This design comes from an exercise in tuning for small area and a short achievable clock period on the open sky130 flow, not from production work. Function was checked by simulation only, so behaviour that the tests miss may differ from the original. Power and IR drop assume default switching activity.

<file path="flow/config.mk">
export PLATFORM = sky130hd
export DESIGN_NAME = Core18
export DESIGN_NICKNAME = Core18
export VERILOG_FILES = /design/flow/design.v
export SDC_FILE = /design/flow/constraint.sdc
export NUM_CORES = 4
export LEC_CHECK = 0
export CAP_MARGIN = 20
export CORE_MARGIN = 2
export CORE_UTILIZATION = 35
export PLACE_DENSITY = 0.5
export SLEW_MARGIN = 20
</file>
<file path="flow/design.v">
module ALU(
    input [3:0] Op,
    input [17:0] SData,
    input [17:0] DData,
    output ZOut,
    output FOut,
    output [17:0] Result
    );
    function [17:0] trunc18(input [31:0] val32);
        trunc18 = val32[17:0];
    endfunction
    assign ZOut = !(|Result);
    wire [4:0] NData = SData[4:0];
    assign {FOut, Result} =
        (Op == 4'O00)? {Result[17], trunc18(DData - SData)} :
        (Op == 4'O02)? {Result[17], trunc18(18'd0 - SData)} :
        (Op == 4'O03)? {Result[17], ~SData} :
        (Op == 4'O04)? {DData[0],  trunc18(DData >> NData)} :
        (Op == 4'O05)? {DData[17], trunc18(DData << NData)} :
        (Op == 4'O11)? {Result[17], trunc18(DData + SData)} :
        (Op == 4'O12)? {Result[17], trunc18(DData - SData)} :
        (Op == 4'O13)? {Result[17], trunc18(DData * SData)} :
        (Op == 4'O14)? {Result[17], DData & SData} :
        (Op == 4'O15)? {Result[17], DData | SData} :
        (Op == 4'O16)? {Result[17], DData ^ SData} :
                       {Result[17], SData};
endmodule
module AdrsMux(
    input [2:0]  SEL,
    input [17:0] SREG,
    input [17:0] DREG,
    input [11:0] NDATA,
    input [17:0] SP,
    output [17:0] Z
    );
    assign Z = (SEL == 3'd1) ? SP :             
               (SEL == 3'd2) ? DREG :           
               (SEL == 3'd3) ? {6'd0, NDATA} :  
                               SREG;            
endmodule
module AluSMux(
    input [1:0]  S,
    input [17:0] SREG,
    input [17:0] DATA,
    input [17:0] INST,
    input [5:0] NDATA,
    output [17:0] Z
    );
    assign Z = (S == 0) ? SREG :
               (S == 1) ? DATA :
               (S == 2) ? INST :
                          {12'd0, NDATA} ;
endmodule
module BitMem(
    input CLK,
    input RESET,
    input [1:0] LOAD,
    input [2:0] OP,
    input [5:0] SADRS,
    input [5:0] DADRS,
    input BRANCH,
    input [63:0] BITS_IN,
    output BIT,
    output [63:0] BITS_OUT
    );
    reg [63:0] bit_mem;
    assign BIT = (OP == 0) ?  BITS_IN[DADRS] ^ BITS_IN[SADRS] :
                 (OP == 1) ?  BITS_IN[SADRS] :
                 (OP == 2) ? !BITS_IN[SADRS] :
                 (OP == 3) ?  1'd0 :
                 (OP == 4) ?  1'd1 :
                 (OP == 5) ?  BITS_IN[DADRS] & BITS_IN[SADRS] :
                 (OP == 6) ?  BITS_IN[DADRS] | BITS_IN[SADRS] :
                  BITS_IN[DADRS] ^ BITS_IN[SADRS];
    assign BITS_OUT = bit_mem;
    always @ (posedge CLK) begin
        casex ( {RESET, LOAD} )
        3'b1XX: bit_mem <= 0;
        3'b001: bit_mem[DADRS] <= BIT;
        3'b010: bit_mem[DADRS] <= BRANCH;
        endcase
    end
endmodule
module DataMux(
    input SEL,
    input [11:0] PCO,
    input [1:0] STAT,
    input [3:0] LEVEL,
    input [17:0] SREG,
    output [17:0] Z
    );
    assign Z = (SEL) ? {STAT, LEVEL, PCO} : SREG;
endmodule
module InstDecode(
    CLK, RUN, VECTOR, INST,
    DATAIN, TIMER_ZERO, BRANCH,
    CONST_RD, PORT_WR, PORT_RD, RAM_WR,
    RESET, RUNS, PC, SP, PCO,
    DATA_SL, TIMER_LD, NDATA, BRANCH_OP,
    BIT_LD, STAT_LD, ALU_OP, ALUS_SL,
    ADRS_SL, REG_WE, DADRS, SADRS
    );
    input CLK;
    input RUN;
    input [3:0] VECTOR;
    input [17:0] INST;
    input [17:0] DATAIN;
    input TIMER_ZERO;
    input BRANCH;
    output reg CONST_RD;
    output reg PORT_WR;
    output reg PORT_RD;
    output reg RAM_WR;
    output reg RESET;
    output reg RUNS;
    output reg [11:0] PC;
    output reg [11:0] PCO;
    output reg [17:0] SP;
    output reg DATA_SL;
    output reg [2:0] ADRS_SL;
    output     TIMER_LD;
    output reg [1:0] BIT_LD;
    output reg [1:0] STAT_LD;
    output reg [3:0] ALU_OP;
    output reg [1:0] ALUS_SL;
    output reg REG_WE;
    output reg [5:0] DADRS;
    output reg [5:0] SADRS;
    output reg [11:0] NDATA;
    output reg [2:0] BRANCH_OP;
    localparam STATE_0 = 10'b0000000001,  
               STATE_1 = 10'b0000000010,  
               STATE_2 = 10'b0000000100,  
               STATE_3 = 10'b0000001000,  
               STATE_4 = 10'b0000010000,  
               STATE_5 = 10'b0000100000,  
               STATE_6 = 10'b0001000000,  
               STATE_7 = 10'b0010000000,  
               STATE_8 = 10'b0100000000,  
               STATE_9 = 10'b1000000000;  
    localparam ZERO = 1'b0, ONE = 1'b1;
    reg [9:0] state;
    reg [5:0] dadrs_temp;
    reg [3:0] level;
    reg stat_flag;
    wire [11:0] pc_plus_one = PC + 12'd1;
    wire interrupt = (VECTOR > level) & (state[0] | state[4]);
    wire op_halt  = state[0] & (INST[17:6] == 12'o0001);
    wire op_pause = state[0] & (INST[17:6] == 12'o0002);
    wire op_rts   = state[0] & (INST[17:6] == 12'o0003);
    wire op_rti   = state[0] & (INST[17:6] == 12'o0004);
    wire op_level = state[0] & (INST[17:6] == 12'o0005);
    wire op_reset = state[0] & (INST[17:6] == 12'o0006);
    wire op_ldi   = state[0] & (INST[17:6] == 12'o0007);
    wire op_call  = state[0] & (INST[17:12] == 6'o01);
    wire op_ldr   = state[0] & (INST[17:12] == 6'o02);
    wire op_str   = state[0] & (INST[17:12] == 6'o03);
    wire op_ldc   = state[0] & (INST[17:12] == 6'o04);
    wire op_timer = state[0] & (INST[17:12] == 6'o05);
    wire op_in    = state[0] & (INST[17:12] == 6'o06);
    wire op_out   = state[0] & (INST[17:12] == 6'o07);
    wire op_sxx   = state[0] & (INST[17:15] == 3'o1);
    wire op_jxx   = state[0] & (INST[17:15] == 3'o2);
    wire op_alub  = state[0] & (INST[17:15] == 3'o3);
    wire op_alu   = state[0] & (INST[17] && INST[15:12] != 0);
    wire op_cmp   = state[0] & (INST[17] && INST[15:12] == 0);
    wire op_alui  = state[0] & (INST[17:16] == 2'o3);
    assign TIMER_LD = !interrupt & state[0] & op_timer;    
    always @ (posedge CLK) begin
        RUNS <= RUN;
        RESET <= !RUNS | (!interrupt & state[0] & op_reset);
        PC <= (!RUNS)                          ? 18'd0 :            
              (interrupt)                      ? {14'd0, VECTOR} :  
              (state[9])                       ? PC :               
              (state[7] & BRANCH)              ? INST[11:0] :       
              (op_jxx)                         ? PC :               
              (state[2] | state[3] | state[4]) ? PC :               
              (op_call)                        ? INST[11:0] :       
              (op_pause & !TIMER_ZERO)         ? PC :               
              (state[6])                       ? DATAIN :           
                                                 pc_plus_one;       
        PCO <= (interrupt)  ? PC :           
               (op_call)    ? pc_plus_one :  
                              PCO;           
        SP <= (!RUNS)                  ? 18'd0      :  
              (interrupt)              ? SP         :  
              (state[9])               ? SP - 18'd1 :  
              (op_call)                ? SP - 18'd1 :  
              (state[6])               ? SP + 18'd1 :  
              (state[0] & PC == 12'd0) ? 18'd0      :  
                                         SP;           
        state <= (!RUNS)     ? STATE_0 :  
                 (interrupt) ? STATE_9 :  
                 (op_ldi)    ? STATE_1 :  
                 (op_ldr)    ? STATE_2 :  
                 (op_ldc)    ? STATE_3 :  
                 (op_halt)   ? STATE_4 :  
                 (state[4])  ? STATE_4 :  
                 (op_rts)    ? STATE_5 :  
                 (op_rti)    ? STATE_5 :  
                 (state[5])  ? STATE_6 :  
                 (op_jxx)    ? STATE_7 :  
                               STATE_0;   
        DATA_SL  <= state[9] |    
                    (op_call);    
        RAM_WR <= (!RUNS)     ? ZERO :  
                  (interrupt) ? ZERO :  
                  (state[9])  ? ONE  :  
                  (op_call)   ? ONE  :  
                  (op_str)    ? ONE  :  
                                ZERO;   
        CONST_RD <= state[3];  
        PORT_RD  <= RUNS & !interrupt & op_in;    
        PORT_WR  <= RUNS & !interrupt & op_out;   
        ADRS_SL <= (op_str)   ? 3'd2 :  
                   (op_in)    ? 3'd3 :  
                   (op_out)   ? 3'd3 :  
                   (op_ldc)   ? 3'd0 :  
                   (op_ldr)   ? 3'd0 :  
                   (state[3]) ? 3'd0 :  
                   (state[2]) ? 3'd0 :  
                                3'd1;   
        BIT_LD <= (!RUNS | interrupt)          ? 2'd0 :  
                  (op_alub & INST[14:12] != 0) ? 2'd1 :  
                  (op_sxx)                     ? 2'd2 :  
                                                 2'd0 ;  
        dadrs_temp <= INST[5:0];
        DADRS <= (state[1] | state[2] | state[3]) ? dadrs_temp :  
                                                    INST[5:0];    
        SADRS <= INST[11:6];
        REG_WE <= (!RUNS)     ? ZERO :  
                  (interrupt) ? ZERO :  
                  (op_ldi)    ? ONE  :  
                  (state[2])  ? ONE  :  
                  (state[3])  ? ONE  :  
                  (op_in)     ? ONE  :  
                  (op_alu)    ? ONE  :  
                                ZERO;
        ALUS_SL <= (op_ldi)   ? 2'd2 :  
                   (state[2]) ? 2'd1 :  
                   (state[3]) ? 2'd1 :  
                   (op_in)    ? 2'd1 :  
                   (op_alui)  ? 2'd3 :  
                                2'd0;   
        ALU_OP <= (state[2]) ? 4'd1 :        
                  (state[3]) ? 4'd1 :        
                  (op_ldi)   ? 4'd1 :        
                  (op_in)    ? 4'd1 :        
                               INST[15:12];  
        if (state[0]) stat_flag <= op_rti;
        level <= (!RUNS)                  ? 4'd15 :          
                 (interrupt)              ? VECTOR :         
                 (op_level)               ? INST[3:0] :      
                 (state[6] & stat_flag)   ? DATAIN[15:12] :  
                 (state[0] & PC == 12'd0) ? 4'd15 :          
                                            level;           
        STAT_LD <= (!RUNS | interrupt)    ? 2'd0 :  
                   (state[5] & stat_flag) ? 2'd3 :  
                   (op_cmp | op_in)       ? 2'd1 :  
                   (op_alu | op_alui)     ? 2'd1 :  
                   (op_ldr | op_ldc)      ? 2'd1 :  
                   (op_alub)              ? 2'd2 :  
                                            2'd0;   
        NDATA <= (interrupt) ? {8'd0, level} :       
                 (op_alui)   ? {6'd0, INST[11:6]} :  
                 (op_in)     ? {6'd0, INST[11:6]} :  
                 (op_out)    ? {6'd0, INST[5:0]} :   
                               NDATA;                
        BRANCH_OP <= INST[14:12];
    end
endmodule
module RegBank(
    input CLK,
    input WE,
    input [17:0] WD,
    input [5:0] SA,
    input [5:0] DA,
    output [17:0] SD,
    output [17:0] DD
    );
    reg [17:0] reg_array [63:0];
    assign SD = reg_array[SA];
    assign DD = reg_array[DA];
    always @ (posedge CLK) begin
        if (WE) begin
            reg_array[DA] <= WD;
        end
    end
endmodule
module Status(
    input CLK,
    input [2:0] BRANCH_OP,
    input [1:0] LOAD,
    input BIT,
    input ZIn,
	input FIn,
    input [1:0] STATIN,
    output [1:0] STAT,
    output BRANCH
    );
    reg Z;
    reg F;
    assign STAT = {F, Z};
    assign BRANCH = (BRANCH_OP == 2) ?  Z      :  
                    (BRANCH_OP == 3) ? !Z      :  
                    (BRANCH_OP == 4) ? !Z &  F :  
                    (BRANCH_OP == 5) ? !Z & !F :  
                    (BRANCH_OP == 6) ?  Z |  F :  
                    (BRANCH_OP == 7) ?  Z | !F :  
                                       1'd1;
    always @ (posedge CLK) begin
        casex (LOAD)
        2'b01: begin
            Z <= ZIn;
            F <= FIn;
            end
        2'b10: begin
            Z <= !BIT;
            F <= 0;
            end
        2'b11: begin
            Z <= STATIN[0];
            F <= STATIN[1];
            end
        endcase
    end
endmodule
module Timer(
    input CLK,
    input RESET,
    input LOAD,
    input [11:0] DATA,
    output ZERO
    );
    localparam ONE = 12'd1;
    reg [11:0] counter;
    assign ZERO = counter == 0;
    always @ (posedge CLK) begin
        casex ({RESET, LOAD})
            2'b1X : counter <= 0;
            2'b01 : counter <= DATA;
            2'b00 : if (counter != 0) counter <= counter - ONE;
        endcase
    end
endmodule
module Core18(CLK, RUN, VECTOR, BITSIN, INST, DATAIN, 
              PORT_RD, PORT_WR, CONST_RD, RAM_WR, RESET, 
              BITSOUT, PC, DATAOUT, ADRS); 
    input CLK;
    input RUN;
    input [17:0] INST;
    input [3:0] VECTOR;
    input [17:0] DATAIN;
    input [63:0] BITSIN;
    output [63:0] BITSOUT;
    output CONST_RD;
    output PORT_RD;
    output PORT_WR;
    output RAM_WR;
    output RESET;
    output [17:0] DATAOUT;
    output [17:0] ADRS;
    output [11:0] PC;
    wire TIMER_LD;
    wire TIMER_ZERO;
    wire BRANCH;
    wire DATA_SL;
    wire [3:0] ALU_OP;
    wire [1:0] ALUS_SL;
    wire [2:0] ADRS_SL;
    wire [1:0] BIT_LD;
    wire REG_WE;
    wire [5:0] SADRS;
    wire [5:0] DADRS;
    wire [11:0] NDATA;
    wire [2:0] BRANCH_OP;
    wire [17:0] SP;
    wire [11:0] PCO;
    wire [1:0] STAT;
    wire [1:0] STAT_LD;
    wire BIT;
    wire RUNS;
    wire [17:0] DREG;
    wire [17:0] SREG;
    wire [17:0] SDATA;
    wire [17:0] RESULT;
    wire ZFLAG;
    wire FFLAG;
    AluSMux  AluSMux_ (
        .SREG(SREG), 
        .DATA(DATAIN), 
        .INST(INST), 
        .NDATA(NDATA[5:0]), 
        .S(ALUS_SL), 
        .Z(SDATA));
    ALU  ALU_ (
        .Op(ALU_OP), 
        .DData(DREG), 
        .SData(SDATA), 
        .Result(RESULT), 
        .FOut(FFLAG), 
        .ZOut(ZFLAG));
    BitMem  BitMem_ (
        .CLK(CLK), 
        .RESET(!RUNS), 
        .LOAD(BIT_LD), 
        .OP(ALU_OP[2:0]),
        .SADRS(SADRS), 
        .DADRS(DADRS), 
        .BRANCH(BRANCH),
        .BITS_IN(BITSIN), 
        .BITS_OUT(BITSOUT), 
        .BIT(BIT));
    AdrsMux  AdrsMux_ (
        .SEL(ADRS_SL), 
        .SREG(SREG), 
        .DREG(DREG), 
        .NDATA(NDATA), 
        .SP(SP), 
        .Z(ADRS));
    DataMux  DataMux_ (
        .SEL(DATA_SL), 
        .PCO(PCO), 
        .STAT(STAT), 
        .LEVEL(NDATA[3:0]), 
        .SREG(SREG), 
        .Z(DATAOUT));
    InstDecode  InstDecode_ (
        .CLK(CLK), 
        .RUN(RUN), 
        .RUNS(RUNS), 
        .VECTOR(VECTOR), 
        .INST(INST), 
        .DATAIN(DATAIN), 
        .TIMER_ZERO(TIMER_ZERO), 
        .BRANCH(BRANCH), 
        .CONST_RD(CONST_RD), 
        .PORT_WR(PORT_WR), 
        .PORT_RD(PORT_RD), 
        .RAM_WR(RAM_WR), 
        .RESET(RESET), 
        .DATA_SL(DATA_SL), 
        .TIMER_LD(TIMER_LD),
        .BIT_LD(BIT_LD), 
        .STAT_LD(STAT_LD), 
        .ALU_OP(ALU_OP), 
        .ALUS_SL(ALUS_SL), 
        .ADRS_SL(ADRS_SL), 
        .REG_WE(REG_WE), 
        .DADRS(DADRS), 
        .SADRS(SADRS), 
        .NDATA(NDATA),
        .BRANCH_OP(BRANCH_OP),
        .PC(PC), 
        .PCO(PCO), 
        .SP(SP));
    RegBank  RegBank_ (
        .CLK(CLK), 
        .WE(REG_WE), 
        .DA(DADRS), 
        .SA(SADRS), 
        .WD(RESULT), 
        .DD(DREG), 
        .SD(SREG));
    Status  Status_ (
        .CLK(CLK), 
        .BRANCH_OP(BRANCH_OP), 
        .LOAD(STAT_LD), 
        .STATIN(DATAIN[17:16]), 
        .BIT(BIT), 
        .ZIn(ZFLAG), 
        .FIn(FFLAG), 
        .BRANCH(BRANCH), 
        .STAT(STAT));
    Timer  Timer_ (
        .CLK(CLK), 
        .RESET(!RUNS), 
        .LOAD(TIMER_LD), 
        .DATA(INST[11:0]), 
        .ZERO(TIMER_ZERO));
endmodule
</file>
<file path="flow/constraint.sdc">
create_clock -name core_clock -period 12.0 [get_ports {CLK}]
set_input_delay 2.4000 -clock core_clock [delete_from_list [all_inputs] [get_ports {CLK}]]
set_output_delay 2.4000 -clock core_clock [all_outputs]
set_load 0.01 [all_outputs]
</file>
<file path="flow/run.sh">
#!/bin/bash
# synth_recipe.tcl (not shown) runs the flow's synth.tcl, then flattens the netlist and writes it again
# the make line also repeats each setting of config.mk as NAME=value (left out here)
make -C /OpenROAD-flow-scripts/flow DESIGN_CONFIG=/design/flow/config.mk WORK_HOME=/design/flow/orfs CLKGATE_MAP_FILE= SYNTH_SCRIPT=/design/flow/synth_recipe.tcl finish
</file>
==> flow_summary.json <==
{
  "slew_violations": 0,
  "async_flop_share_pct": 0,
  "ys_types": 106,
  "crit_top_cell": "inv_1",
  "hold_start": "InstDecode_.state[5]$_SDFF_PP0_",
  "grt_first_pass_wirelength_um": 488000,
  "timing.max_slew.rel_slack_pct": 11.8,
  "yosysTopAreaCell": "edfxtp_1",
  "crit_required_ns": 12.46,
  "gr-total-overflow": 0,
  "critPathArrivalTime_ns": 11.66,
  "cts_tree": "built",
  "area_delta_synth_final_pct": 15.8,
  "grt_use_total_pct": 32.2,
  "rr_worst_depth": 34,
  "fin_crit_ns": 11.20,
  "hold_violations": 0,
  "grt_max_degree": 68,
  "final_area_mm2": 0.0876,
  "clock.fmax_mhz": 89.3,
  "slowest_delay_ns": 0.91,
  "cts_hold_buf": 0,
  "grt_pass1_vias": 57100,
  "synth-edff-count": 1247,
  "setup_viol": 0,
  "whs_endpoint": "InstDecode_.state[6]$_SDFF_PP0_",
  "syn-num-nets": 6187,
  "yosys-top-cells-area": "edfxtp_1 49%, mux4_2 12%, mux2i_1 3.6%, fa_1 2.9%, nand2_1 2.6%",
  "coreArea_mm2": 0.215,
  "finalNonFillerCells": 9089,
  "max-cap-violations": 0,
  "clock_path_buffers": 3,
  "wl_per_cell_um": 39.8,
  "postPlaceCellArea_mm2": 0.0824,
  "die_width_um": 469,
  "layout_common_cells": "1247 x edfxtp_1, 519 x nand2_1, 402 x mux4_2",
  "start_kind": "flip-flop",
  "start_util_pct": 35.2,
  "hold_class": "flip-flop to flip-flop",
  "via_per_inst": 6.56,
  "wirelength_um": 362000,
  "dp_hpwl_um": 251000,
  "dieArea_mm2": 0.220,
  "rows": 170,
  "reg2reg_from": "InstDecode_.DADRS[0]$_DFF_P_",
  "synth_flop_cell": "edfxtp_1",
  "synth_seq_cells": 1333,
  "ys_seq_area_share_pct": 51.8,
  "antenna_found_initial": 22,
  "dr.pass1.iters": 6,
  "layout.nets": 6460,
  "clk_latency_ns": 0.83,
  "drive_above_1_share_pct": 20.2,
  "path_class": "flip-flop to flip-flop",
  "slowest_stage": "dfxtp_4",
  "fin_crit_sh_pct": 93.3,
  "setup_slack_ns": 0.800,
  "ios": 223,
  "die_y_um": 469,
  "ir_drop_mv": 0.375,
  "outcome": "complete, no violations",
  "powerDensity_mw_per_mm2": 198,
  "cts_setup_buffers": 0,
  "cts-root-buf": "clkbuf_16",
  "port_buffers": 222,
  "vias": 59700,
  "fillers": 20100,
  "dp_slack_ns": 1.15,
  "yosysTopAreaCellShare_pct": 49.5,
  "layout_commonest_cell": "edfxtp_1",
  "cts_made_buffers": 154,
  "min_path_cells": 2,
  "fin_worst_skew_ns": 0.0639,
  "ant_nets": 0,
  "cp-end-kind": "flip-flop",
  "htreeDepth": 4,
  "cts_resized": 0,
  "path_clk_slew_ns": 0.06,
  "r2r-end": "RegBank_.reg_array[6][17]$_DFFE_PP_",
  "synth_cells": 5846,
  "final_util_pct": 40.8,
  "dp_cells": 8797,
  "syn_avg_cell_area_um2": 12.9,
  "rsz0062_at_grt": "false",
  "initialDrtViolationCount": 9251,
  "yosys_warnings": 6,
  "final.setup.tns_ns": 0,
  "crit_fanout": 65,
  "tightest_slew_ns": 1.32,
  "syn_area_mm2": 0.0757,
  "drc": 0,
  "power.leakage_uw": 0.0296,
  "gp_congestion": 1.03,
  "reg2reg_slack_ns": 0.80,
  "clock-sinks": 1333
}
[critical path: cells and delay by family, from the launching register on]
kind / cells / cell delay (ns)
AO/OA/AOI/OAI: 12 / 3.18
XOR/XNOR: 1 / 0.42
adder cells (fa/ha/maj): 8 / 2.89
buffers and inverters: 8 / 1.44
flip-flops: 1 / 0.91
AND/OR/NAND/NOR: 5 / 1.83
[logic make-up after synthesis]
kind of cell / after synthesis / synth area share (%)
compound gates: 1293 / 12.0
xor+xnor: 114 / 1.43
fa+ha+maj: 235 / 4.99
buf+inv: 652 / 3.94
flops: 1333 / 51.8
mux: 789 / 17.3
simple gates: 1430 / 8.58
[cell usage after synthesis (all sizes together) (15+ instances only)]
| cell | number |
|---|---|
| and3b | 15 |
| buf | 230 |
| a22oi | 194 |
| and3 | 18 |
| and2 | 22 |
| o22ai | 105 |
| nor2 | 463 |
| xor2 | 25 |
| a211oi | 44 |
| nor3 | 68 |
| ha | 124 |
| nand2b | 44 |
| o211ai | 32 |
| a31oi | 39 |
| or3 | 22 |
| nor4 | 22 |
| a22o | 48 |
| a222oi | 16 |
| a21o | 16 |
| nand4 | 21 |
| o221ai | 37 |
| mux2i | 273 |
| mux4 | 402 |
| o31ai | 21 |
| mux2 | 114 |
| inv | 192 |
| o2bb2ai | 19 |
| or2 | 16 |
| nand3 | 97 |
| dfxtp | 86 |
| nor2b | 41 |
| xnor2 | 83 |
| edfxtp | 1247 |
| clkbuf | 217 |
| a221oi | 116 |
| nand2 | 524 |
| a21oi | 242 |
| fa | 111 |
| o21ai | 184 |
| o22a | 17 |
| a221o | 36 |
[layer usage]
layer  up-vias  wire length [um]  global-route usage [%]
li1      23500                 -                       -
met1     30800            134000                    40.5
met2      4408            160000                    49.0
met3      1022             40800                    8.91
met4        10             27400                    20.3
met5         -                58                       0
[sequential cells by signal (all words and copies together), names as in the netlist, 3 cells and up]
signal,count
RegBank_.reg_array,1152
BitMem_.bit_mem,64
InstDecode_.SP,18
InstDecode_.PCO,12
InstDecode_.PC,12
Timer_.counter,12
InstDecode_.state,9
InstDecode_.DADRS,6
InstDecode_.NDATA,6
InstDecode_.SADRS,6
InstDecode_.dadrs_temp,6
InstDecode_.ALU_OP,4
InstDecode_.level,4
InstDecode_.BRANCH_OP,3
[report_power, final]
part           internal [uW]  switching (uW)  total [uW]
logic                   2380            4220        6600
registers               5780             115        5890
clock network           2780            2040        4820
[through the flow]
stage / power (uW) / hold WS (ns)
after global placement: 12400 / 0.441
after global routing: 18000 / 0.500
after CTS: 17200 / 0.456
final: 17300 / 0.454
after detailed placement: 12400 / 0.444
after floorplan: 10000 / 0.376
[layout make-up]
| type | instances | area, um2 | area share, % |
|---|---|---|---|
| inverter | 204 | 771 | 0.880 |
| antenna | 12 | 30.0 | 0.0343 |
| timing repair buffer | 565 | 5030 | 5.75 |
| clock buffer | 180 | 4030 | 4.60 |
| tap | 2838 | 3550 | 4.05 |
| clock inverter | 96 | 1040 | 1.19 |
| sequential | 1333 | 39200 | 44.8 |
| multi-input combinational | 3861 | 33900 | 38.7 |
[worst max path at each step]
stage	start	to	slack [ns]	cells past startpoint
floorplan	INST[1]	RegBank_.reg_array[0][15]$_DFFE_PP_	0.14	30
global placement	InstDecode_.DADRS[0]$_DFF_P_	Status_.Z$_DFFE_PP_	1.11	35
detailed placement	InstDecode_.DADRS[0]$_DFF_P_	Status_.Z$_DFFE_PP_	1.15	35
CTS	InstDecode_.DADRS[0]$_DFF_P_	Status_.Z$_DFFE_PP_	1.07	35
global route	InstDecode_.SADRS[0]$_DFF_P_	RegBank_.reg_array[39][14]$_DFFE_PP_	0.66	29
finish	InstDecode_.DADRS[0]$_DFF_P_	RegBank_.reg_array[6][17]$_DFFE_PP_	0.80	34

[port drivers added, routing unchanged]
In the flow no input, the clock included, has a driving cell. The finished layout below was timed again as built, in two steps. Step 1: set_driving_cell puts a clkbuf_16 on CLK and a buf_2 on each other input, an assumption about the parent block. Step 2 also shifts input and output timing later by t, the mid clock arrival at the registers, as if the neighbouring blocks saw the same clock. Slacks: no drivers / after step 1 / after step 2; pairs: no drivers / after step 1.
shift t [ns]: 0.881
setup slack, ns: 0.800 / 0.800 / 0.800
cell pins on the clock port's net: 1
After both steps this run still meets setup and hold. For this run, drivers alone change the setup slack by 0.000 ns; drivers and shift together by 0.000 ns.
